What follows belongs to an exercise in optimizing a design on an open flow for small area; a production flow would make more cautious choices. Where RTL was checked, it was by simulation tests only, not by an equivalence proof against the original. Only the layout flow was run in run 2; the RTL was not checked for function there. No activity file was given, so power comes from the tool's default toggle rates.

$ cat run.sh
#!/bin/bash
# synth_recipe.tcl (not shown) runs the flow's synth.tcl, then flattens the netlist and writes it again
# the make line also repeats each setting of config.mk as NAME=value (left out here)
make -C /OpenROAD-flow-scripts/flow DESIGN_CONFIG=/design/flow/config.mk WORK_HOME=/design/flow/orfs CLKGATE_MAP_FILE= SYNTH_SCRIPT=/design/flow/synth_recipe.tcl finish
$ cat config.mk
export PLATFORM = sky130hd
export DESIGN_NAME = ControlUnit
export DESIGN_NICKNAME = ControlUnit
export VERILOG_FILES = /design/flow/design.v
export SDC_FILE = /design/flow/constraint.sdc
export NUM_CORES = 8
export LEC_CHECK = 0
export CAP_MARGIN = 20
export CORE_MARGIN = 2
export CORE_UTILIZATION = 40
export PLACE_DENSITY_LB_ADDON = 0.1
export SLEW_MARGIN = 20
$ cat constraint.sdc
create_clock -name core_clock -period 200.0 [get_ports {clk}]
set_input_delay 40.0000 -clock core_clock [delete_from_list [all_inputs] [get_ports {clk}]]
set_output_delay 40.0000 -clock core_clock [all_outputs]
set_load 0.01 [all_outputs]
$ cat design.v
module ConvolutionModule (
    input [199:0] matrix_a,      
    input [199:0] matrix_b,      
    input [1:0] matrix_size,     
    output reg signed [15:0] result_out
);
    function [7:0] get_pixel;
        input [199:0] matrix;
        input [4:0] index;
        begin
            get_pixel = matrix[(index*8) +: 8];
        end
    endfunction
    function signed [7:0] get_kernel;
        input [199:0] matrix;
        input [4:0] index;
        begin
            get_kernel = matrix[(index*8) +: 8];
        end
    endfunction
    function [4:0] get_index;
        input [2:0] row;
        input [2:0] col;
        begin
            get_index = row * 5 + col;  
        end
    endfunction
    function is_valid_coord;
        input [2:0] row;
        input [2:0] col;
        input [1:0] size;
        begin
            case (size)
                2'b00: is_valid_coord = (row < 2) && (col < 2);  
                2'b01: is_valid_coord = (row < 3) && (col < 3);  
                2'b10: is_valid_coord = (row < 4) && (col < 4);  
                2'b11: is_valid_coord = (row < 5) && (col < 5);  
                default: is_valid_coord = 0;
            endcase
        end
    endfunction
    function signed [15:0] optimized_convolution;
        input [199:0] pixels;
        input [199:0] kernel;
        input [1:0] size;
        reg signed [19:0] sum;  
        reg [7:0] pixel_val;
        reg signed [7:0] kernel_val;
        reg [2:0] row, col;
        reg [4:0] idx;
        begin
            sum = 20'sb0;
            for (row = 0; row < 5; row = row + 1) begin
                for (col = 0; col < 5; col = col + 1) begin
                    if (is_valid_coord(row, col, size)) begin
                        idx = get_index(row, col);
                        pixel_val = get_pixel(pixels, idx);
                        kernel_val = get_kernel(kernel, idx);
                        sum = sum + ($signed({1'b0, pixel_val}) * kernel_val);
                    end
                end
            end
            if (sum > 20'sd32767) 
                optimized_convolution = 16'sd32767;
            else if (sum < -20'sd32768)
                optimized_convolution = -16'sd32768;
            else
                optimized_convolution = sum[15:0];
        end
    endfunction
    always @(*) begin
        result_out = optimized_convolution(matrix_a, matrix_b, matrix_size);
    end
endmodule
module sqrt (
    input  wire [31:0] in,
    output reg  [15:0] out   
);
    integer i;
    reg [15:0] x;
    reg [31:0] temp;
    always @(*) begin
        x = 16'h0;
        for (i = 15; i >= 0; i = i - 1) begin
            temp = (x | (1 << i));
            if ((temp * temp) <= in) begin
                x = temp;
            end
        end
        out = x;
    end
endmodule
module Coprocessor (
    input [2:0] op_code,                     
    input [1:0] matrix_size,                 
    input [199:0] matrix_a,                  
    input [199:0] matrix_b,                  
    input [199:0] matrix_c,                  
    output reg process_Done,                
    output reg [199:0] result_final                                  
);
    wire signed [15:0] conv_gx, conv_gy;
    wire signed [15:0] conv_laplacian;
    ConvolutionModule conv_gx_unit (
        .matrix_a(matrix_a),
        .matrix_b(matrix_b),
        .matrix_size(matrix_size),
        .result_out(conv_gx)
    );
    ConvolutionModule conv_gy_unit (
        .matrix_a(matrix_a),
        .matrix_b(matrix_c),
        .matrix_size(matrix_size),
        .result_out(conv_gy)
    );
    ConvolutionModule conv_laplacian_unit (
        .matrix_a(matrix_a),
        .matrix_b(matrix_b),
        .matrix_size(matrix_size),
        .result_out(conv_laplacian)
    );
    wire signed [31:0] gx_squared, gy_squared, sum_squares;
    wire signed [15:0] sqrt_result;
    wire [7:0] saturated_result_gradient, saturated_result_laplacian;
    assign gx_squared = conv_gx * conv_gx;
    assign gy_squared = conv_gy * conv_gy; 
    assign sum_squares = gx_squared + gy_squared;
    sqrt sqrt_unit (
        .in(sum_squares),
        .out(sqrt_result)           
    );
    assign saturated_result_gradient = (sqrt_result > 16'd255) ? 8'd255 : 
                                      (sqrt_result < 16'd0) ? 8'd0 : 
                                      sqrt_result[7:0];
    assign saturated_result_laplacian = (conv_laplacian > 16'sd255) ? 8'd255 : 
                                       (conv_laplacian < -16'sd255) ? 8'd0 :
                                       (conv_laplacian < 16'sd0) ? 8'd0 :
                                       conv_laplacian[7:0];
    always @(*) begin
        case (op_code)
            3'b110: begin  
                result_final = {192'b0, saturated_result_laplacian};   
                process_Done = 1'b1;                     
            end
            3'b111: begin  
                result_final = {192'b0, saturated_result_gradient};   
                process_Done = 1'b1;                     
            end
            default: begin 
                result_final = 200'b0;
                process_Done = 1'b0;
            end
        endcase
    end
endmodule
	module ControlUnit (
	input  wire        clk,
	input  wire [31:0] data_in,    
	output reg  [31:0] data_out     
	);
	localparam IDLE      = 2'b00,
				RECEIVING   = 2'b01,
				PROCESSING  = 2'b10,
				SENDING     = 2'b11;
	reg [2:0] state;
	reg fpga_wait;      					 
	reg [2:0] hps_ready_sync;
	reg hps_ready_prev;  				 
	reg [4:0] index;    					 
	reg [2:0] op_code;
	reg [1:0] matrix_size;
	reg start_flag;
	reg [7:0] matrix_a [0:24];
	reg signed [7:0] matrix_b [0:24];
	reg signed [7:0] matrix_c [0:24];
	reg signed [7:0] matrix_result [0:24];
	wire [199:0] matrix_a_flat, matrix_b_flat, matrix_c_flat;
	wire [199:0] matrix_out;
	wire done_signal;
	wire [7:0]  val_a     = data_in[7:0];
	wire [7:0]  val_b     = data_in[15:8];
	wire [2:0]  opcode_in = data_in[18:16];
	wire [1:0]  size_in   = data_in[20:19];
	wire [7:0]  val_c		 = data_in[28:21];
	wire 			reset     = data_in[29];
	wire        start_in  = data_in[30];
	integer i;  
	always @(posedge clk or posedge reset) begin
		 if (reset) begin
			  hps_ready_sync <= 3'b000;
			  hps_ready_prev <= 1'b0;  										 
		 end else begin
			  hps_ready_sync <= {hps_ready_sync[1:0], data_in[31]};   
			  hps_ready_prev <= hps_ready_sync[2];  					 	 
		 end
	end
   wire hps_ready_edge = hps_ready_sync[2] && !hps_ready_prev;
	always @(posedge clk or posedge reset) begin : main_fsm
		if (reset) begin
			state <= IDLE;
			index <= 0;
			fpga_wait <= 0;
			for (i = 0; i < 25; i = i + 1) begin
				matrix_a[i] <= 8'b0;
				matrix_b[i] <= 8'b0;
			end
		end 
		else begin
			case (state)
				IDLE: begin
					if (start_in) begin
						index       <= 0;
						state  		<= RECEIVING;
					end 
				end
				RECEIVING: begin 
					if (hps_ready_edge) begin
						op_code     <= opcode_in;
						matrix_size <= size_in;
						matrix_a[index] <= val_a;
						matrix_b[index] <= val_b;
						matrix_c[index] <= val_c;
						index <= index + 1;
						if (index == 24) begin
							index       <= 0;
							state <= PROCESSING;
                  end
               end
				end
				PROCESSING: begin
					if (done_signal) begin
						for (i = 0; i < 25; i = i + 1) begin
							matrix_result[i] <= matrix_out[(i*8) +: 8];
						end
						index <= 0;
						state <= SENDING;
					end 
				end
				SENDING: begin
					if (hps_ready_edge) begin
						if (index == 25) begin
							state <= IDLE;
						end
						index <= index + 1; 
					end
				end
			endcase
			fpga_wait <= (state != IDLE) && hps_ready_sync[2];
		end
	end
	always @(posedge clk or posedge reset) begin
		if (reset) begin
			data_out <= 32'b0;
		end else begin
			data_out <= {fpga_wait, 23'b0, (state == SENDING) ? matrix_result[index-1] : 8'b0};
		end
	end
	generate
		genvar j;
		for (j = 0; j < 25; j = j + 1) begin : matrix_flatten
			assign matrix_a_flat[(j*8) +: 8] = matrix_a[j];
			assign matrix_b_flat[(j*8) +: 8] = matrix_b[j];
			assign matrix_c_flat[(j*8) +: 8] = matrix_c[j];
		end
	endgenerate
	Coprocessor matrix_coprocessor (
		.op_code(op_code),
		.matrix_size(matrix_size),
		.matrix_a(matrix_a_flat),
		.matrix_b(matrix_b_flat),
		.matrix_c(matrix_c_flat),
		.result_final(matrix_out),
		.process_Done(done_signal)
	);
endmodule
==> results.sh, run 1 <==
export IMPL_r2r_cells=681
export IMPL_p_leak_nw=122.4
export IMPL_synth_top_family_by_area="adder cells"
export IMPL_dr_max_layer_used="met5"
export IMPL_fp_dieW_um=746.8
export IMPL_holdWs_ns=0.3469
export IMPL_ys_seq_area_share_pct=7.672
export IMPL_drive_gt1_share_pct=4.838
export IMPL_min_to="hps_ready_sync[2]"
export IMPL_nFillCells=55030
export IMPL_worst_clock_skew_ns=0.09597
export IMPL_p_seq_share_pct=0
export IMPL_netlist_instances=24090
export IMPL_cp_buffers_inverters=114
export IMPL_synth_simple_area_share_pct=13.02
export IMPL_grt_max_degree=83
export IMPL_clkSinkCount=634
export IMPL_tightest_slew_ns=1.280
export IMPL_wl_per_cell_um=23.63
export IMPL_synth_adder_area_share_pct=53.97
export IMPL_ant_nets=0
export IMPL_core_area_um2=549300
export IMPL_status="timing/DRC/antenna clean"
export IMPL_fin_crit_ns=187.81
export IMPL_clock_path_buffers=4
export IMPL_cp_required_ns=200.59
export IMPL_clockRootBuffer="clkbuf_16"
export IMPL_relSlewSlack_pct=14.08
export IMPL_reg2reg_to="matrix_result[0][5]"
export IMPL_post_route_period_util_pct=93.90
export IMPL_netlist_area_um2=220700
export IMPL_synth_compound_area_share_pct=8.565
export IMPL_drt_iter0_markers=12050
export IMPL_p_seq_w=0.000275
export IMPL_place_congestion=0.9034
export IMPL_worstSkewPairLatency_ns=0.94
export IMPL_yosysWarnings=8
export IMPL_path_delay_family="adder cells"
export IMPL_hold_buffers=0
export IMPL_worstPathMaxFanout=54
export IMPL_tns_ns=0
export IMPL_cts_tree="yes"
export IMPL_final_setup_viol_count=0
export IMPL_dr_pass1_iters=8
export IMPL_r2r_slack_ns=12.19
export IMPL_pwr_share_comb_pct=100.0
export IMPL_cellPowerDensity_nw_per_um2=9214
export IMPL_power_group_top="combinational cells"
export IMPL_postSynthAreaPerCell_um2=9.162
export IMPL_num_vias=164000
export IMPL_hp_start="hps_ready_sync[1]"
export IMPL_overflow=0
export IMPL_p_int_w=0.8879
export IMPL_synthFlopType="dfrtp_1"
export IMPL_critPathLaunch="matrix_a[0][4]"
export IMPL_area_growth_pct=6.236
export IMPL_finalWorstSetupSlack_ns=12.19
export IMPL_rsz0062_at_grt="false"
export IMPL_cpMostUsedCell="fa_1"
export IMPL_cts_htree_levels=3
export IMPL_max_freq_mhz=5.325
export IMPL_m1WireLength_mm=355.6
export IMPL_cts_resized=0
export IMPL_max_stage_delay_ns=0.97
export IMPL_path_clk_slew_ns=0.06
export IMPL_grt_usage_pct=26.86
export IMPL_synth_mux_area_share_pct=2.542
export IMPL_drc=0
export IMPL_rows=272
export IMPL_synth_xor_area_share_pct=4.305
export IMPL_p_sw_w=1.272
export IMPL_wl_mm=742.5
export IMPL_p_comb_w=2.16
export IMPL_wl_met2_mm=318.9
export IMPL_dieArea_um2=557700
export IMPL_die_y_um=746.8
export IMPL_drv_slew=0
export IMPL_ys_types=110
export IMPL_synth_seq_cells=634
export IMPL_antenna_found_initial=98
export IMPL_cp_arrival_ns=188.40
export IMPL_ir_worst_vdd_mv=6.249
export IMPL_p_clk_w=0.000196
export IMPL_io_buffer_count=41
export IMPL_critical_path_depth=681
export IMPL_io_pins=65
export IMPL_synth_edf_count=213
export IMPL_crit_end="matrix_result[0][5]"
export IMPL_pwr_share_clk_pct=0
export IMPL_rr_startpoint="matrix_a[0][4]"
export IMPL_routed_via_density=5.219
export IMPL_crit_slowest_cell="a2111oi_0"
export IMPL_cap_violations=0
export IMPL_place_ws_ns=13.67
export IMPL_cp_end_kind="flip-flop"
export IMPL_async_flop_share_pct=66.40
export IMPL_startpoint_type="flip-flop"
export IMPL_hold_path_class="flip-flop to flip-flop"
export IMPL_initial_core_util_pct=40.18
export IMPL_path_class="flip-flop to flip-flop"
export IMPL_hold_violations=0
export IMPL_post_cts_buffers=0
export IMPL_power_w=2.160
export IMPL_grt_pass1_wl_mm=1123
export IMPL_min_path_cells=0
export IMPL_cts_buffers=99
export IMPL_dp_hpwl_mm=607.9
export IMPL_grt_pass1_vias=170300
export IMPL_met3WireLength_mm=51.77
export IMPL_nNetsFinal=31460
export IMPL_swShare_pct=58.90
==> routing by layer <==
metal | global-route usage (%) | vias to the layer above
li1 | - | 75880
met1 | 40.31 | 83160
met2 | 41.19 | 4384
met3 | 3.778 | 576
met4 | 5.175 | 4
met5 | 0 | -
==> cell usage in the layout, fill, tap and decap left out, drive strengths merged, types with 121 or more instances in the layout <==
master	instances
fa	3466
o21a	131
o21ai	752
a21boi	125
and2	1904
clkbuf	121
ha	3973
dfrtp	421
xor2	290
a21oi	900
nand2b	437
o21bai	172
a21o	505
inv	5218
edfxtp	213
nor2	808
nand2	1751
nor3	125
xnor2	755
buf	343
mux2	477
==> state kept, by name, summed over array words and instances, names as in the netlist <==
signal and flops:
matrix_c 200, matrix_size 2, data_out 9, op_code 3
index 5, matrix_a 200, fpga_wait 1, hps_ready_prev 1
state 2, matrix_b 200, matrix_result 8, hps_ready_sync 3
==> through the flow <==
stage	util, %	cells	area, µm²
floorplan	-	24110	220800
detailed placement	41.99	31140	230700
global route	42.64	31340	234200
finish	42.68	31430	234400
CTS	42.61	31320	234100
global placement	41.98	31140	230600
==> cell type report <==
| type | instances | area [µm²] | share of cell area, % |
|---|---|---|---|
| multi-input cells | 17680 | 182400 | 77.79 |
| inverters | 5210 | 19570 | 8.347 |
| flip-flops and latches | 634 | 16930 | 7.223 |
| well taps | 7261 | 9085 | 3.875 |
| repair buffers | 359 | 2808 | 1.198 |
| clock buffers | 121 | 2715 | 1.158 |
| clock inverters | 57 | 698.2 | 0.2978 |
| diodes | 103 | 257.7 | 0.1099 |
==> kinds of logic (layout without fill, tap and decap cells) <==
group,after synthesis,in the layout
compound gates,3026,3026
fa+ha+maj,7439,7439
flops,634,634
xor+xnor,1059,1059
other cells,1,126
mux,498,498
buf+inv,5793,5747
simple gates,5635,5635
==> cell usage after synthesis, types with 17 or more instances <==
cell type	n	area share [%]
o211ai_1	18	0.061
o31a_1	18	0.071
buf_2	23	0.052
a21o_1	505	1.7
or2_2	53	0.15
a211oi_1	40	0.14
and2_1	1900	5.4
mux2i_1	19	0.086
o21ai_0	739	1.7
xnor2_1	752	3.0
nor3b_1	27	0.092
dfrtp_1	421	4.8
o21bai_1	171	0.58
a21boi_0	123	0.42
o21a_1	129	0.44
fa_1	3466	31
xor2_1	289	1.1
buf_1	64	0.11
o31ai_1	76	0.26
nand2b_1	437	1.2
or3_1	78	0.22
and4_1	17	0.067
nor4_1	26	0.074
nor2b_1	116	0.33
mux2_2	476	2.4
nand4_1	60	0.17
nand3_1	112	0.25
ha_1	3973	23
buf_4	29	0.099
inv_1	5194	8.8
edfxtp_1	213	2.9
a31oi_1	70	0.20
clkbuf_1	465	0.79
nand2_1	1751	3.0
nor3_1	125	0.28
a21oi_1	899	2.0
and3_1	77	0.22
a31o_2	20	0.079
nor2_1	807	1.4
==> run 2: changes to the inputs <==
==> design.v (replaced) <==
module ControlUnit (
    input  wire        clk,
    input  wire [31:0] data_in,
    output wire [31:0] data_out
);
    wire rst = data_in[29];
    wire req = data_in[31];
    reg         P;       
    reg         half;    
    reg  [2:0]  J;       
    reg  [2:0]  row, col;
    reg         ack;
    reg         op7;
    reg  [8:0]  R;
    reg  [19:0] X, Y;
    wire fin  = (row == 3'd5);
    wire sqx  = fin & (col == 3'd0);
    wire sqy  = fin & (col == 3'd1);
    wire sqr  = fin & (col == 3'd2);
    wire run  = fin ? (col <= 3'd2) : (req & ~ack);
    wire step = run & (half == P);
    wire apass = step & ~P;
    wire bpass = step & P;
    wire last = (J == 3'd7);
    wire j1   = (J == 3'd1);
    wire [2:0] n1 = {1'b0, data_in[20:19]} + 3'd1;
    wire used = (row <= n1) & (col <= n1);
    wire corr = R[8];
    wire rj   = R[J];
    wire mac_bit = (P ? data_in[21 + J] : data_in[8 + J]) & used;
    wire sq_on   = sqx | (sqy & op7);
    wire sq_bit  = sq_on & (rj | (j1 & corr));
    wire en  = fin ? (apass & (sqr | sq_bit)) : (step & mac_bit);
    wire sub = en & (fin ? (sqr & ~X[19]) : last);
    wire cin = sub | (en & fin & ~sqr & j1 & corr);
    wire [2:0] iJ = ~J;
    wire [8:0] oh_i  = 9'd1 << iJ;
    wire [8:0] oh_i1 = 9'd2 << iJ;
    wire [8:0] m = ~fin ? {1'b0, data_in[7:0]} :
                   sqr  ? (R | oh_i | (X[19] ? oh_i1 : 9'd0)) :
                          {1'b0, R[7:0]};
    wire [2:0] sh = sqr ? iJ : ((fin & j1 & rj & corr) ? 3'd2 : J);
    wire [19:0] shd = {11'd0, m} << sh;
    wire [19:0] addend = en ? (sub ? ~shd : shd) : 20'd0;
    wire clr = (~fin & (row == 3'd0) & (col == 3'd0) & (J == 3'd0) & step) |
               (sqx & (J == 3'd0) & apass);
    wire [19:0] S = (clr ? 20'd0 : X) + addend + {19'd0, cin};
    wire neg = Y[19];
    wire oor = ~((&Y[19:8]) | ~(|Y[19:8]));
    wire z   = ~op7 & neg;
    wire f   = oor & ~z;
    wire [7:0] w = z ? 8'd0 : f ? 8'hFF : (Y[7:0] ^ {8{neg}});
    wire [8:0] lv = {op7 & neg & ~oor, w};
    always @(posedge clk) begin
        X <= Y;
        Y <= S;
    end
    always @(posedge clk) begin
        if (rst) begin
            P <= 1'b0;
            half <= 1'b0;
            J <= 3'd0;
            row <= 3'd0;
            col <= 3'd0;
            ack <= 1'b0;
            op7 <= 1'b0;
        end else begin
            P <= ~P;
            op7 <= op7 | (req & data_in[16]);
            if (step) begin
                half <= ~half;
                if (P) J <= J + 3'd1;
            end
            if (bpass & last) begin
                if (~fin) begin
                    col <= (col == 3'd4) ? 3'd0 : col + 3'd1;
                    if (col == 3'd4) row <= row + 3'd1;
                end else
                    col <= col + 3'd1;
            end else if (fin & (col == 3'd3) & ~req & ack)
                col <= 3'd4;
            if (req)
                ack <= ack | (~fin & bpass & last) | (fin & (col >= 3'd3));
            else
                ack <= ack & ~(~fin | (col >= 3'd2) | ((col == 3'd1) & J[2]));
        end
    end
    always @(posedge clk) begin
        if (~fin)
            R <= lv;
        else if (sqx & apass & last)
            R <= lv;
        else if (sqy & apass & last)
            R <= 9'd0;
        else if (sqr & bpass)
            R <= R | ((~Y[19]) ? (9'd1 << (4'd8 - {1'b0, J})) : 9'd0);
    end
    assign data_out = {ack, 23'd0, R[8:1] & {8{~col[2]}}};
endmodule
==> run 2 against run 1 <==
Largest power group is now sequential cells. Worst setup slack improved by 140 ns. Register-to-register slack better by 180 ns. Sequential share of layout area grew 16 points. Critical path type is now input pin to flip-flop. Wire length down 98%.
==> results.sh, run 2 <==
export IMPL_num_vias=4567
export IMPL_io_buffer_count=38
export IMPL_antenna_found_initial=0
export IMPL_synth_mux_area_share_pct=7.204
export IMPL_worst_clock_skew_ns=0.01319
export IMPL_drv_slew=0
export IMPL_relSlewSlack_pct=37.51
export IMPL_met3WireLength_um=770
export IMPL_fp_dieW_um=116.8
export IMPL_hold_buffers=0
export IMPL_rr_startpoint="J[0]"
export IMPL_top_regs="X x20, Y x20, R x9"
export IMPL_min_path_cells=0
export IMPL_fin_crit_ns=44.49
export IMPL_path_clk_slew_ns=0.05
export IMPL_post_cts_buffers=0
export IMPL_synth_compound_area_share_pct=23.11
export IMPL_final_setup_viol_count=0
export IMPL_p_leak_nw=2.330
export IMPL_hold_path_class="flip-flop to flip-flop"
export IMPL_cts_buffers=9
export IMPL_wl_met2_mm=6.461
export IMPL_grt_max_degree=26
export IMPL_cp_required_ns=200.22
export IMPL_multi_input_area_um2=3446
export IMPL_dr_max_layer_used="met4"
export IMPL_cts_htree_levels=3
export IMPL_nNetsFinal=713
export IMPL_core_area_um2=12520
export IMPL_cp_buffers_inverters=3
export IMPL_ys_types=69
export IMPL_synth_adder_area_share_pct=11.02
export IMPL_io_pins=65
export IMPL_netlist_area_um2=5089
export IMPL_max_freq_mhz=22.48
export IMPL_startpoint_type="input pin"
export IMPL_dr_pass1_iters=4
export IMPL_grt_pass1_vias=4404
export IMPL_cp_end_kind="flip-flop"
export IMPL_synth_edf_count=9
export IMPL_synth_seq_cells=62
export IMPL_layout_common_cells="dfxtp_1 (53), a21oi_1 (48), nor2_1 (45)"
export IMPL_synthTopCellsByCount="dfxtp_1 (53), a21oi_1 (48), nor2_1 (45)"
export IMPL_overflow=0
export IMPL_ys_top_cells_by_area="dfxtp_1 (21%), ha_1 (9.8%), xnor2_1 (5.3%), edfxtp_1 (5.3%), a21oi_1 (4.7%)"
export IMPL_grt_usage_pct=21.87
export IMPL_num_antenna_cells=0
export IMPL_dieArea_um2=13640
export IMPL_fin_area_um2=5813
export IMPL_worstPathMaxFanout=14
export IMPL_drive_gt1_share_pct=5.607
export IMPL_clkSinkCount=62
export IMPL_ir_worst_vdd_mv=0.006924
export IMPL_reg2reg_to="Y[19]"
export IMPL_grt_pass1_wl_mm=22.76
export IMPL_clock_path_buffers=2
export IMPL_final_common_cell="dfxtp_1"
export IMPL_synth_simple_area_share_pct=18.32
export IMPL_cap_violations=0
export IMPL_cp_arrival_ns=44.71
export IMPL_rsz0062_at_grt="false"
export IMPL_seqCellArea_um2=1331
export IMPL_path_class="input pin to flip-flop"
export IMPL_rows=41
export IMPL_place_congestion=0.8850
export IMPL_nFillCells=1308
export IMPL_status="timing/DRC/antenna clean"
export IMPL_synthFlopType="dfxtp_1"
export IMPL_die_y_um=116.8
export IMPL_m1WireLength_mm=6.907
export IMPL_wl_per_cell_um=17.72
export IMPL_area_growth_pct=14.24
export IMPL_hold_violations=0
export IMPL_tns_ns=0
export IMPL_cts_tree="yes"
export IMPL_cellPowerDensity_nw_per_um2=7.688
export IMPL_r2r_cells=17
export IMPL_tightest_slew_ns=0.9374
export IMPL_synth_xor_area_share_pct=6.368
export IMPL_netlist_instances=612
export IMPL_initial_core_util_pct=40.65
export IMPL_post_route_period_util_pct=22.25
export IMPL_dp_hpwl_mm=10.68
export IMPL_hp_start="Y[11]"
export IMPL_worstSkewPairLatency_ns=0.35
export IMPL_max_stage_delay_ns=0.51
export IMPL_wl_mm=14.43
export IMPL_r2r_slack_ns=194.49
export IMPL_worstPathCellList="clkdlybuf4s50_1 -> ha_1 -> inv_1 -> ha_1 -> o211ai_1 -> a2111oi_0 -> a32oi_1 -> buf_4 -> nand2b_1 -> o21ai_0 -> fa_1 -> a211oi_1 -> o31a_1 -> o31ai_1 -> o21ai_0 -> o21a_1 -> o31ai_1 -> xnor2_1"
export IMPL_drc=0
export IMPL_drt_iter0_markers=303
export IMPL_cts_resized=0
export IMPL_clockRootBuffer="clkbuf_16"
export IMPL_ant_nets=0
export IMPL_synth_top_area_cell="dfxtp_1"
export IMPL_yosysTopAreaCellShare_pct=20.85
export IMPL_path_delay_family="compound AO/OA/AOI/OAI gates"
export IMPL_min_to="X[11]"
export IMPL_routed_via_density=5.611
export IMPL_yosysMostFrequentCell="dfxtp_1"
export IMPL_postSynthAreaPerCell_um2=8.315
export IMPL_synth_top_family_by_area="compound AO/OA/AOI/OAI gates"
export IMPL_ys_seq_area_share_pct=26.16
export IMPL_crit_slowest_cell="a2111oi_0"
export IMPL_placed_area_um2=5523
export IMPL_yosysWarnings=1
export IMPL_async_flop_share_pct=0
[run 2: changes by cell type after synthesis, sizes merged, moves of 721 or more]
cell	change
xnor2	-724
nand2	-1707
and2	-1902
a21oi	-852
o21ai	-721
nor2	-763
ha	-3933
fa	-3464
inv	-5177
[run 2: cells by family after synthesis]
family / Yosys count
AOI/OAI and AO/OA: 174
xor gates and xnor gates: 37
adders and majority gates: 44
buffers and inverters: 79
DFF: 62
muxes: 28
other: 1
and+or+nand+nor: 187
[run 2: cell type report]
class | instances | share of cell area, %
inverters | 28 | 1.808
clock inverters | 4 | 0.8179
flip-flops and latches | 62 | 22.90
multi-input cells | 493 | 59.28
clock buffers | 11 | 4.176
well taps | 172 | 3.702
repair buffers | 44 | 7.318
[run 2: layer usage]
metal	vias to the layer above	GRT usage (%)
met2	137	34.84
met3	18	3.811
met5	-	0
li1	2238	-
met1	2174	30.23
met4	0	6.980
[run 2: worst max-delay path by stage]
stage	startpoint	to	slack, ns	cells past startpoint
CTS	data_in[19]	Y[19]	155.54	18
global route	data_in[19]	Y[18]	155.12	19
global placement	data_in[19]	Y[19]	155.19	18
finish	data_in[19]	Y[19]	155.51	18
detailed placement	data_in[19]	Y[19]	155.20	18
floorplan	data_in[19]	Y[18]	156.63	17
[run 2: power breakdown]
part | switching [W] | internal (W) | total (W)
clock | 0.00000580 | 0.00000986 | 0.0000157
sequential | 0.00000224 | 0.0000152 | 0.0000175
combinational | 0.00000592 | 0.00000562 | 0.0000115
total | 0.0000140 | 0.0000307 | 0.0000447
[run 2: metrics by stage]
| stage | setup slack, ns | util [%] | hold WS, ns | std cells | power [W] |
|---|---|---|---|---|---|
| 2_1_floorplan | 156.63 | - | 0.3290 | 634 | 0.00002471 |
| 3_3_place_gp | 155.19 | 44.12 | 0.3546 | 799 | 0.00002908 |
| 3_5_place_dp | 155.20 | 44.12 | 0.3586 | 799 | 0.00002911 |
| 4_1_cts | 155.54 | 46.44 | 0.3638 | 814 | 0.00004491 |
| 5_1_grt | 155.12 | 46.44 | 0.3703 | 814 | 0.00004690 |
| 6_report | 155.51 | 46.44 | 0.3616 | 814 | 0.00004469 |
==> run 3: changes to the inputs <==
==> design.v (replaced) <==
module ControlUnit (
    input  wire        clk,
    input  wire [31:0] data_in,
    output wire [31:0] data_out
);
    wire rst = data_in[29];
    wire req = data_in[31];
    reg         P;       
    reg         half;    
    reg  [2:0]  J;       
    reg  [2:0]  row, col;
    reg         ack;
    reg         op7;
    reg  [8:0]  R;
    reg  [19:0] X, Y;
    wire fin  = (row == 3'd5);
    wire sqx  = fin & (col == 3'd0);
    wire sqy  = fin & (col == 3'd1);
    wire sqr  = fin & (col == 3'd2);
    wire run  = fin ? ~col[2] & ~(col[1] & col[0]) : (req & ~ack);
    wire step = run & (half == P);
    wire apass = step & ~P;
    wire bpass = step & P;
    wire last = (J == 3'd7);
    wire j1   = (J == 3'd1);
    wire [1:0] sz = data_in[20:19];
    wire row_ok = ~row[2] & ~row[1] | (row == 3'd2) & (sz != 2'd0) |
                  (row == 3'd3) & sz[1] | (row == 3'd4) & (sz == 2'd3);
    wire col_ok = ~col[2] & ~col[1] | (col == 3'd2) & (sz != 2'd0) |
                  (col == 3'd3) & sz[1] | (col == 3'd4) & (sz == 2'd3);
    wire used = row_ok & col_ok;
    wire corr = R[8];
    wire rj   = R[J];
    wire aj   = data_in[J];
    wire sq_on = sqx | (sqy & op7);
    wire sq_bit = sq_on & (rj | (j1 & corr));
    wire en  = fin ? (apass & (sqr | sq_bit)) : (step & aj & used);
    wire sub = sqr & ~X[19];
    wire cin = en & (sub | (sq_on & j1 & corr));
    wire [8:0] oh_i  = 9'd1 << (~J);
    wire [8:0] oh_i1 = 9'd2 << (~J);
    wire [7:0] bc = P ? data_in[28:21] : data_in[15:8];
    wire [8:0] m = ~fin ? {bc[7], bc} :
                   sqr  ? (R | oh_i | (X[19] ? oh_i1 : 9'd0)) :
                          {1'b0, R[7:0]};
    wire msign = ~fin & bc[7];
    wire [8:0] mx = en ? (m ^ {9{sub}}) : 9'd0;
    wire sx = en & (msign ^ sub);
    wire lf = en & sub;
    wire [2:0] sh = sqr ? ~J : ((fin & j1 & rj & corr) ? 3'd2 : J);
    wire [9:0]  s1 = sh[0] ? {mx, lf} : {sx, mx};
    wire [11:0] s2 = sh[1] ? {s1, lf, lf} : {sx, sx, s1};
    wire [15:0] s3 = sh[2] ? {s2, lf, lf, lf, lf} : {sx, sx, sx, sx, s2};
    wire [19:0] addend = {sx, sx, sx, sx, s3};
    wire clr = (~fin & (row == 3'd0) & (col == 3'd0) & (J == 3'd0) & step) |
               (sqx & (J == 3'd0) & apass);
    wire [19:0] Xg = clr ? 20'd0 : X;
    wire [20:0] cy;
    wire [19:0] S;
    assign cy[0] = cin;
    genvar k;
    generate
        for (k = 0; k < 20; k = k + 1) begin : rca
            assign S[k] = Xg[k] ^ addend[k] ^ cy[k];
            assign cy[k+1] = (Xg[k] & addend[k]) | (cy[k] & (Xg[k] ^ addend[k]));
        end
    endgenerate
    wire neg = Y[19];
    wire oor = ~((&Y[19:8]) | ~(|Y[19:8]));
    wire z   = ~op7 & neg;
    wire f   = oor & ~z;
    wire [7:0] w = z ? 8'd0 : f ? 8'hFF : (Y[7:0] ^ {8{neg}});
    wire [8:0] lv = {op7 & neg & ~oor, w};
    always @(posedge clk) begin
        X <= Y;
        Y <= S;
    end
    wire rd_done = fin & (col == 3'd3) & ~req & ack;
    always @(posedge clk) begin
        if (rst) begin
            P <= 1'b0;
            half <= 1'b0;
            J <= 3'd0;
            row <= 3'd0;
            col <= 3'd0;
            ack <= 1'b0;
            op7 <= 1'b0;
        end else begin
            P <= ~P;
            op7 <= op7 | (req & data_in[16]);
            if (step) begin
                half <= ~half;
                if (P) J <= J + 3'd1;
            end
            if (bpass & last) begin
                if (~fin) begin
                    col <= (col == 3'd4) ? 3'd0 : col + 3'd1;
                    if (col == 3'd4) row <= row + 3'd1;
                end else
                    col <= col + 3'd1;
            end
            if (req)
                ack <= ack | (~fin & bpass & last) | (fin & col[1] & col[0]);
            else
                ack <= ack & ~(~fin | col[1] | (col[0] & J[2]));
        end
    end
    always @(posedge clk) begin
        if (~fin | (sqx & apass & last))
            R <= lv;
        else if ((sqy & apass & last) | rd_done)
            R <= 9'd0;
        else if (sqr & bpass & ~Y[19])
            R <= R | oh_i1;
    end
    assign data_out = {ack, 23'd0, R[8:1]};
endmodule
--- a/config.mk
+++ b/config.mk
@@ -8,5 +8,8 @@
 export CAP_MARGIN = 20
 export CORE_MARGIN = 2
 export CORE_UTILIZATION = 40
+export CTS_BUF_LIST = sky130_fd_sc_hd__clkbuf_4
+export CTS_CLUSTER_DIAMETER = 100
+export CTS_CLUSTER_SIZE = 30
 export PLACE_DENSITY_LB_ADDON = 0.1
 export SLEW_MARGIN = 20
==> run 3 against run 2 <==
Design area decreased by 20%. Clock-buffer cell count down 1. Core utilization is 1.4 points lower. Area after synthesis shrank 17%. Combinational power fell by 8%. Hold slack gained 0.0060 ns. Largest power group unchanged. Non-clock buffer count down 5. Synthesized cell count fell by 25%.
==> results.sh, run 3 <==
export IMPL_pwr_share_comb_pct=27.6
export IMPL_path_class="input pin to flip-flop"
export IMPL_relSlewSlack_pct=43.41
export IMPL_drv_slew=0
export IMPL_max_freq_mhz=20.45
export IMPL_die_y_um=106.6
export IMPL_grt_usage_pct=18.88
export IMPL_yosysWarnings=1
export IMPL_postSynthAreaPerCell_um2=9.173
export IMPL_routed_via_density=5.311
export IMPL_wl_mm=9.861
export IMPL_tightest_slew_ns=0.8477
export IMPL_worst_clock_skew_ns=0.01637
export IMPL_yosysMostFrequentCell="dfxtp_1"
export IMPL_rsz0062_at_grt="false"
export IMPL_clockRootBuffer="clkbuf_4"
export IMPL_rows=37
export IMPL_worstPathMaxFanout=10
export IMPL_finalNonFillerCells=621
export IMPL_cts_buffers=9
export IMPL_p_int_w=0.00002496
export IMPL_overflow=0
export IMPL_num_antenna_cells=0
export IMPL_grt_max_degree=26
export IMPL_crit_slowest_cell="mux4_1"
export IMPL_layout_common_cells="dfxtp_1 (53), nor2_1 (41), clkdlybuf4s50_1 (38)"
export IMPL_max_stage_delay_ns=0.50
export IMPL_synth_edf_count=9
export IMPL_place_ws_ns=150.61
export IMPL_p_sw_w=0.00001361
export IMPL_antenna_found_initial=0
export IMPL_post_cts_buffers=0
export IMPL_nFillCells=1025
export IMPL_dieArea_um2=11360
export IMPL_cp_required_ns=200.36
export IMPL_cp_end_kind="flip-flop"
export IMPL_drc=0
export IMPL_place_congestion=0.8706
export IMPL_synthFlopType="dfxtp_1"
export IMPL_ir_worst_vdd_mv=0.002801
export IMPL_dp_cells=605
export IMPL_post_route_period_util_pct=24.45
export IMPL_netlist_area_um2=4210
export IMPL_cp_arrival_ns=49.27
export IMPL_dp_hpwl_mm=7.566
export IMPL_cellPowerDensity_nw_per_um2=8.326
export IMPL_swShare_pct=35.29
export IMPL_hold_buffers=0
export IMPL_status="timing/DRC/antenna clean"
export IMPL_drive_gt1_share_pct=6.186
export IMPL_cap_violations=0
export IMPL_ant_nets=0
export IMPL_top_regs="X x20, Y x20, R x9"
export IMPL_cts_resized=0
export IMPL_io_buffer_count=38
export IMPL_nNetsFinal=549
export IMPL_tns_ns=0
export IMPL_ys_seq_area_share_pct=31.62
export IMPL_worstSkewPairLatency_ns=0.41
export IMPL_dr_pass1_iters=6
export IMPL_final_setup_viol_count=0
export IMPL_path_clk_slew_ns=0.11
export IMPL_hold_violations=0
export IMPL_holdWs_ns=0.3676
export IMPL_ys_types=60
export IMPL_area_growth_pct=10.04
export IMPL_p_leak_nw=1.856
export IMPL_cts_tree="yes"
export IMPL_grt_pass1_vias=3174
export IMPL_ys_top_cells_by_area="dfxtp_1 (25%), fa_1 (9.0%), edfxtp_1 (6.4%), buf_4 (5.7%), ha_1 (5.1%)"
export IMPL_fp_dieW_um=106.6
export IMPL_cts_htree_levels=3
export IMPL_clock_path_buffers=2
export IMPL_io_pins=65
export IMPL_wl_per_cell_um=15.88
export IMPL_hold_path_class="flip-flop to flip-flop"
export IMPL_final_common_cell="dfxtp_1"
export IMPL_async_flop_share_pct=0
export IMPL_yosysTopAreaCellShare_pct=25.20
export IMPL_pwr_share_clk_pct=19.2
export IMPL_core_area_um2=10280
export IMPL_startpoint_type="input pin"
export IMPL_synth_seq_cells=62
export IMPL_initial_core_util_pct=40.97
export IMPL_fin_crit_ns=48.91
export IMPL_cpMostUsedCell="fa_1"
export IMPL_num_vias=3298
export IMPL_p_seq_share_pct=53.2
export IMPL_netlist_instances=459
export IMPL_drt_iter0_markers=225
export IMPL_synth_top_area_cell="dfxtp_1"
export IMPL_grt_pass1_wl_mm=16.47
export IMPL_power_w=0.00003857
export IMPL_clkSinkCount=62
export IMPL_synthTopCellsByCount="dfxtp_1 (53), nor2_1 (41), o21ai_0 (36)"
export IMPL_finalWorstSetupSlack_ns=151.09
==> run 3: logic make-up (layout without fill, tap and decap cells) <==
family,count (synthesis),after routing,synth area share (%)
buf+inv,70,74,9.480
fa+ha+maj,36,36,14.09
mux,29,29,8.588
xor+xnor,18,18,3.744
compound gates,119,119,17.92
other cells,1,23,0.08907
flops,62,62,31.62
simple gates,124,124,14.47
==> run 3: cell type report <==
type | count | area, µm² | area share (%)
Clock buffer | 10 | 75.07 | 1.620
Clock inverter | 6 | 35.03 | 0.7561
Inverter | 19 | 71.32 | 1.539
Multi-Input combinational cell | 349 | 2562 | 55.31
Sequential cell | 62 | 1331 | 28.73
Tap cell | 136 | 170.2 | 3.673
Timing Repair Buffer | 39 | 387.9 | 8.372
==> run 3: worst max-delay path: cells and delay by family <==
kind                       cells  cell delay [ns]
adders and majority gates     19             7.04
muxes                          2             0.77
buffers and inverters          3             0.55
and+or+nand+nor                1             0.45
AOI/OAI and AO/OA              3             0.45
==> run 3: through the flow <==
stage          instance area (µm²)  utilization [%]
6_report                      4633            45.08
5_1_grt                       4633            45.08
4_1_cts                       4633            45.08
3_5_place_dp                  4523            44.01
3_3_place_gp                  4523            44.01
2_1_floorplan                 4293                -
==> run 3: worst paths after layout <==
kind | startpoint | endpoint | slack (ns) | cells after the start
max | data_in[2] | Y[18] | 151.09 | 28
min | Y[3] | X[3] | 0.37 | 0
max reg2reg | row[1] | Y[18] | 189.94 | 30
min reg2reg | Y[3] | X[3] | 0.37 | 0
==> run 3: layer usage <==
metal / share of wire (%) / track usage (%) / vias to the layer above
met5: 0 / 0 / -
met4: 2.1 / 6.865 / 0
met3: 5.2 / 3.040 / 16
met2: 47 / 30.21 / 116
met1: 46 / 25.80 / 1561
li1: - / - / 1605
==> run 3: power by group through the flow <==
stage	clock (W)	combinational (W)	sequential [W]
finish	0.00000742	0.0000106	0.0000205
global route	0.00000824	0.0000122	0.0000212
CTS	0.00000773	0.0000109	0.0000205
detailed placement	0	0.0000107	0.0000208
global placement	0	0.0000107	0.0000207
floorplan	0	0.00000881	0.0000191
==> run 4: changes to the inputs <==
==> config.mk (replaced) <==
export PLATFORM = sky130hd
export DESIGN_NAME = ControlUnit
export DESIGN_NICKNAME = ControlUnit
export VERILOG_FILES = /design/flow/design.v
export SDC_FILE = /design/flow/constraint.sdc
export NUM_CORES = 8
export LEC_CHECK = 0
export ABC_AREA = 1
export CAP_MARGIN = 20
export CORE_MARGIN = 2
export CORE_UTILIZATION = 40
export PLACE_DENSITY_LB_ADDON = 0.1
export SLEW_MARGIN = 20
==> run 4 against run 3 <==
Power rose by 22%. Highest routed layer unchanged. Clock-buffer cell count rose by 3. Core utilization rose by 0.23 points. Largest power group unchanged.
==> results.sh, run 4 <==
export IMPL_status="timing/DRC/antenna clean"
export IMPL_routed_via_density=4.974
export IMPL_netlist_instances=577
export IMPL_hold_path_class="flip-flop to flip-flop"
export IMPL_tightest_slew_ns=0.7280
export IMPL_io_buffer_count=38
export IMPL_critPathLaunch="data_in[20]"
export IMPL_synth_top_area_cell="dfxtp_1"
export IMPL_layout_common_cells="nand2_1 (108), nand3_1 (81), inv_1 (66)"
export IMPL_fp_dieW_um=108.2
export IMPL_pwr_share_clk_pct=25.3
export IMPL_wl_mm=10.61
export IMPL_gr_usage_met1_pct=27.71
export IMPL_ys_top_cells_by_area="dfxtp_1 (24%), nand2_1 (9.3%), nand3_1 (9.3%), fa_1 (8.8%), edfxtp_1 (6.2%)"
export IMPL_io_pins=65
export IMPL_postSynthAreaPerCell_um2=7.525
export IMPL_post_cts_buffers=0
export IMPL_p_leak_nw=2.196
export IMPL_drv_slew=0
export IMPL_grt_max_degree=25
export IMPL_dp_cells=727
export IMPL_swShare_pct=36.39
export IMPL_die_y_um=108.2
export IMPL_place_ws_ns=150.80
export IMPL_drc=0
export IMPL_yosysWarnings=1
export IMPL_ys_seq_area_share_pct=30.66
export IMPL_dr_pass1_iters=5
export IMPL_async_flop_share_pct=0
export IMPL_nNetsFinal=667
export IMPL_p_seq_share_pct=45.0
export IMPL_cp_end_kind="flip-flop"
export IMPL_placed_area_um2=4629
export IMPL_drt_iter0_markers=295
export IMPL_cap_violations=0
export IMPL_rr_startpoint="row[1]"
export IMPL_rsz0062_at_grt="false"
export IMPL_crit_end="Y[19]"
export IMPL_r2r_cells=35
export IMPL_synthTopCellsByCount="nand2_1 (108), nand3_1 (81), inv_1 (66)"
export IMPL_cp_buffers_inverters=3
export IMPL_fin_crit_ns=48.86
export IMPL_clock_path_buffers=2
export IMPL_cellPowerDensity_nw_per_um2=9.737
export IMPL_num_vias=3696
export IMPL_grt_usage_pct=19.42
export IMPL_finalNonFillerCells=743
export IMPL_initial_core_util_pct=40.58
export IMPL_netlist_area_um2=4342
export IMPL_grtUsageMet3_pct=4.219
export IMPL_final_common_cell="nand2_1"
export IMPL_hold_violations=0
export IMPL_synthFlopType="dfxtp_1"
export IMPL_wl_per_cell_um=14.28
export IMPL_ir_worst_vdd_mv=0.006040
export IMPL_yosysMostFrequentCell="nand2_1"
export IMPL_tns_ns=0
export IMPL_grt_most_used_layer="met2"
export IMPL_area_growth_pct=11.64
export IMPL_clkSinkCount=62
export IMPL_drive_gt1_share_pct=6.468
export IMPL_ant_nets=0
export IMPL_worst_clock_skew_ns=0.01311
export IMPL_path_clk_slew_ns=0.08
export IMPL_grt_util_met2_pct=29.96
export IMPL_antenna_found_initial=0
export IMPL_cp_required_ns=200.24
export IMPL_p_int_w=0.00003002
export IMPL_p_sw_w=0.00001718
export IMPL_pwr_share_comb_pct=29.6
export IMPL_grt_pass1_wl_mm=17.34
export IMPL_yosysTopAreaCellShare_pct=24.44
export IMPL_hold_buffers=0
export IMPL_ys_types=46
export IMPL_cts_tree="yes"
export IMPL_cp_arrival_ns=49.10
export IMPL_num_antenna_cells=0
export IMPL_dieArea_um2=11700
export IMPL_critical_path_depth=33
export IMPL_max_stage_delay_ns=0.47
export IMPL_synth_edf_count=9
export IMPL_worstPathMaxFanout=24
export IMPL_clockRootBuffer="clkbuf_8"
export IMPL_post_route_util_pct=45.31
export IMPL_reg2reg_to="Y[19]"
export IMPL_post_route_period_util_pct=24.43
export IMPL_finalWorstSetupSlack_ns=151.14
export IMPL_startpoint_type="input pin"
export IMPL_worstSkewPairLatency_ns=0.35
export IMPL_overflow=0
export IMPL_path_delay_family="adder cells"
export IMPL_dp_hpwl_mm=8.019
export IMPL_cpMostUsedCell="fa_1"
export IMPL_r2r_slack_ns=190.07
export IMPL_fin_area_um2=4847
export IMPL_path_class="input pin to flip-flop"
export IMPL_grt_pass1_vias=3390
export IMPL_cts_htree_levels=3
export IMPL_cts_resized=0
export IMPL_top_regs="X x20, Y x20, R x9"
export IMPL_rows=38
export IMPL_cts_buffers=9
export IMPL_final_setup_viol_count=0
export IMPL_core_area_um2=10700
export IMPL_crit_slowest_cell="clkdlybuf4s50_1"
export IMPL_relSlewSlack_pct=51.18
export IMPL_place_congestion=0.8858
export IMPL_max_freq_mhz=20.47
export IMPL_synth_seq_cells=62
## run 4: logic make-up (layout without fill, tap and decap cells)
group,after synthesis,after routing,share of synthesized area (%)
simple gates,263,263,27.55
buf+inv,121,125,14.29
compound gates,81,81,10.95
flops,62,62,30.66
fa+ha+maj,36,36,13.66
xor+xnor,13,13,2.796
other cells,1,23,0.08637
## run 4: layout make-up
class,count,area (µm²)
Clock buffer,13,191.4
Tap cell,140,175.2
Clock inverter,3,21.27
Sequential cell,62,1331
Fill cell,1103,5851
Inverter,71,270.3
Timing Repair Buffer,38,380.4
Multi-Input combinational cell,416,2477
## run 4: power by group through the flow
| stage | registers, W | logic [W] | clock network, W |
|---|---|---|---|
| global placement | 0.0000214 | 0.0000138 | 0 |
| global route | 0.0000220 | 0.0000162 | 0.0000127 |
| finish | 0.0000213 | 0.0000140 | 0.0000120 |
| detailed placement | 0.0000215 | 0.0000140 | 0 |
| floorplan | 0.0000200 | 0.0000112 | 0 |
| CTS | 0.0000213 | 0.0000141 | 0.0000121 |
## run 4: per-stage QoR
| stage | hold WS (ns) | power [W] |
|---|---|---|
| global placement | 0.3523 | 0.00003520 |
| finish | 0.3624 | 0.00004720 |
| detailed placement | 0.3549 | 0.00003549 |
| CTS | 0.3657 | 0.00004752 |
| floorplan | 0.3487 | 0.00003121 |
| global route | 0.3737 | 0.00005089 |
## run 4: worst min path at each step
| stage | startpoint | endpoint | slack, ns | cells after the start |
|---|---|---|---|---|
| final | Y[3] | X[3] | 0.36 | 0 |
| after global routing | Y[2] | X[2] | 0.37 | 0 |
| after CTS | Y[3] | X[3] | 0.37 | 0 |
| after detailed placement | Y[3] | X[3] | 0.35 | 0 |
| after global placement | Y[3] | X[3] | 0.35 | 0 |
| after floorplan | Y[1] | X[1] | 0.35 | 0 |
## run 4: routing by layer
layer / wire, µm / up-vias
met5: 0 / -
met4: 122 / 0
li1: - / 1878
met1: 5267 / 1688
met2: 4649 / 121
met3: 572 / 9
==> run 5: changes to the inputs <==
--- a/config.mk
+++ b/config.mk
@@ -5,7 +5,6 @@
 export SDC_FILE = /design/flow/constraint.sdc
 export NUM_CORES = 8
 export LEC_CHECK = 0
-export ABC_AREA = 1
 export CAP_MARGIN = 20
 export CORE_MARGIN = 2
 export CORE_UTILIZATION = 40
==> run 5 against run 4 <==
Highest routed layer unchanged. Die area decreased by 2.9%. Clock-buffer cell count fell by 2. Worst setup slack worse by 0.13 ns. Global-route usage decreased by 0.60 points. Wire length fell by 7.4%. Register-to-register slack worse by 0.11 ns. Power decreased by 13%. Sequential share of layout area grew 0.89 points. First-iteration DRC count down 35%. Sequential power shrank 3%. Critical path type unchanged. Hold slack is essentially flat. Critical path depth is 5 lower.
==> results.sh, run 5 <==
export IMPL_layout_common_cells="dfxtp_1 (53), nor2_1 (41), clkdlybuf4s50_1 (38)"
export IMPL_grt_usage_pct=18.82
export IMPL_cp_required_ns=200.29
export IMPL_synthTopCellsByCount="dfxtp_1 (53), nor2_1 (41), o21ai_0 (36)"
export IMPL_drc=0
export IMPL_drv_slew=0
export IMPL_ys_seq_area_share_pct=31.62
export IMPL_synth_top_area_cell="dfxtp_1"
export IMPL_dieArea_um2=11360
export IMPL_netlist_area_um2=4210
export IMPL_cts_resized=0
export IMPL_dr_pass1_iters=4
export IMPL_netlist_instances=459
export IMPL_fin_area_um2=4696
export IMPL_multi_input_area_um2=2562
export IMPL_wl_per_cell_um=15.83
export IMPL_area_growth_pct=11.53
export IMPL_worstPathMaxFanout=10
export IMPL_ys_types=60
export IMPL_finalNonFillerCells=621
export IMPL_nNetsFinal=549
export IMPL_status="timing/DRC/antenna clean"
export IMPL_postSynthAreaPerCell_um2=9.173
export IMPL_synth_seq_cells=62
export IMPL_drt_iter0_markers=192
export IMPL_max_freq_mhz=20.41
export IMPL_path_clk_slew_ns=0.07
export IMPL_grt_max_degree=26
export IMPL_post_cts_buffers=0
export IMPL_dp_cells=605
export IMPL_io_buffer_count=38
export IMPL_ys_top_cells_by_area="dfxtp_1 (25%), fa_1 (9.0%), edfxtp_1 (6.4%), buf_4 (5.7%), ha_1 (5.1%)"
export IMPL_holdWs_ns=0.3623
export IMPL_grt_pass1_wl_mm=16.44
export IMPL_clkSinkCount=62
export IMPL_relSlewSlack_pct=43.41
export IMPL_post_route_period_util_pct=24.50
export IMPL_overflow=0
export IMPL_num_antenna_cells=0
export IMPL_async_flop_share_pct=0
export IMPL_num_vias=3260
export IMPL_p_leak_nw=1.882
export IMPL_cp_end_kind="flip-flop"
export IMPL_worstSkewPairLatency_ns=0.35
export IMPL_rows=37
export IMPL_initial_core_util_pct=40.97
export IMPL_cts_htree_levels=3
export IMPL_drive_gt1_share_pct=6.186
export IMPL_core_area_um2=10280
export IMPL_rsz0062_at_grt="false"
export IMPL_cellPowerDensity_nw_per_um2=8.738
export IMPL_hold_buffers=0
export IMPL_top_regs="X x20, Y x20, R x9"
export IMPL_fin_crit_ns=48.99
export IMPL_hold_path_class="flip-flop to flip-flop"
export IMPL_synthFlopType="dfxtp_1"
export IMPL_final_common_cell="dfxtp_1"
export IMPL_fp_dieW_um=106.6
export IMPL_post_route_util_pct=45.69
export IMPL_ant_nets=0
export IMPL_seqCellArea_um2=1331
export IMPL_synth_edf_count=9
export IMPL_worst_clock_skew_ns=0.01392
export IMPL_final_setup_viol_count=0
export IMPL_die_y_um=106.6
export IMPL_grt_pass1_vias=3178
export IMPL_wl_mm=9.831
export IMPL_place_congestion=0.8706
export IMPL_yosysMostFrequentCell="dfxtp_1"
export IMPL_cp_arrival_ns=49.28
export IMPL_tightest_slew_ns=0.8477
export IMPL_placed_area_um2=4523
export IMPL_antenna_found_initial=0
export IMPL_tns_ns=0
export IMPL_routed_via_density=5.250
export IMPL_dp_hpwl_mm=7.566
export IMPL_io_pins=65
export IMPL_nFillCells=1023
export IMPL_ir_worst_vdd_mv=0.003211
export IMPL_clockRootBuffer="clkbuf_8"
export IMPL_cap_violations=0
export IMPL_cts_tree="yes"
export IMPL_yosysWarnings=1
export IMPL_startpoint_type="input pin"
export IMPL_hold_violations=0
export IMPL_clock_path_buffers=2
export IMPL_cts_buffers=9
export IMPL_path_class="input pin to flip-flop"
export IMPL_yosysTopAreaCellShare_pct=25.20
-- run 5: changes by cell type after synthesis, moves of 9 or more --
cell	before	now
nand2_1	108	23
nand3_1	81	7
inv_1	66	17
nor2b_1	0	23
mux2i_1	0	20
a21oi_1	22	35
clkbuf_1	5	14
o21ai_0	27	36
o21ai_1	9	0
-- run 5: cell families (layout without fill, tap and decap cells) --
kind of cell	Yosys count	in the layout	share of synthesized area (%)
compound gates	119	119	17.92
xor+xnor	18	18	3.744
fa+ha+maj	36	36	14.09
buf+inv	70	74	9.480
flops	62	62	31.62
mux	29	29	8.588
other cells	1	23	0.08907
simple gates	124	124	14.47
-- run 5: power breakdown --
group / internal, W / switching [W]
Combinational: 0.00000518 / 0.00000544
Clock: 0.00000485 / 0.00000500
Sequential: 0.0000171 / 0.00000342
Total: 0.0000272 / 0.0000139
-- run 5: layout make-up --
cell class	instances	area share [%]
multi-input combinational	349	54.57
tap	136	3.624
inverter	19	1.519
timing repair buffer	39	8.260
sequential	62	28.35
clock inverter	5	0.6661
clock buffer	11	3.011
-- run 5: stage by stage --
step           setup slack (ns)   power (W)
2_1_floorplan            151.85  0.00002787
5_1_grt                  150.58  0.00004404
3_5_place_dp             150.61  0.00003148
4_1_cts                  150.98  0.00004159
6_report                 151.01  0.00004103
3_3_place_gp             150.72  0.00003137
-- run 5: worst paths after layout --
check / slack [ns] / depth (start not counted) / end / startpoint
worst max-delay path: 151.01 / 28 / Y[18] / data_in[2]
worst max register to register: 189.96 / 30 / Y[18] / row[1]
worst min register to register: 0.36 / 0 / X[3] / Y[3]
worst min-delay path: 0.36 / 0 / X[3] / Y[3]
-- run 5: worst max-delay path: stages --
cell and delay (ns):
clkdlybuf4s50_1 0.42, mux4_1 0.50, mux2i_1 0.28, a311oi_1 0.09, o21ai_0 0.24, and2_1 0.45, a21oi_1 0.11, fa_1 0.44
fa_1 0.40, fa_1 0.39, fa_1 0.40, fa_1 0.39, fa_1 0.40, fa_1 0.39, fa_1 0.38, fa_1 0.38
fa_1 0.39, fa_1 0.39, fa_1 0.38, fa_1 0.40, fa_1 0.39, fa_1 0.39, fa_1 0.37, inv_1 0.07
fa_1 0.18, fa_1 0.18, fa_1 0.41, inv_1 0.06
-- run 5: metal layers --
metal	up-vias	part of all wire, %	GRT usage, %
li1	1600	-	-
met5	-	0	0
met4	0	2.1	6.957
met1	1551	46	25.54
met2	90	46	30.21
met3	19	4.9	3.100

-- re-timing with driven ports --
How much do the figures lean on ideal ports? The routed layouts below were timed once more, with nothing changed but the port constraints.
Step 1 (the two cells are an assumption about what drives the block):
set clk [get_ports {clk}]
set_driving_cell -lib_cell sky130_fd_sc_hd__clkbuf_16 $clk
set_driving_cell -lib_cell sky130_fd_sc_hd__buf_2 [delete_from_list [all_inputs] $clk]
Step 2 times the ports against the registers' clock, not the clock port: input delays grow and output delays shrink by t, the midpoint of the rising clock arrivals with the driver on.
a / b / c = no drivers / after step 1 / after step 2; a / b = the first two.
| run | t, ns | slack for setup (ns) | cell pins on the clock port's net |
|---|---|---|---|
| run 1 | 0.999 | 12.192 / 12.192 / 12.192 | 1 |
| run 2 | 0.381 | 155.508 / 155.523 / 155.142 | 1 |
| run 3 | 0.438 | 151.092 / 151.099 / 150.661 | 1 |
| run 4 | 0.381 | 151.143 / 151.159 / 150.779 | 1 |
| run 5 | 0.370 | 151.010 / 151.014 / 150.644 | 1 |
After both steps every run listed still meets setup and hold. For run 3, which loses most, drivers alone change the setup slack by +0.007 ns; drivers and shift together by -0.431 ns.
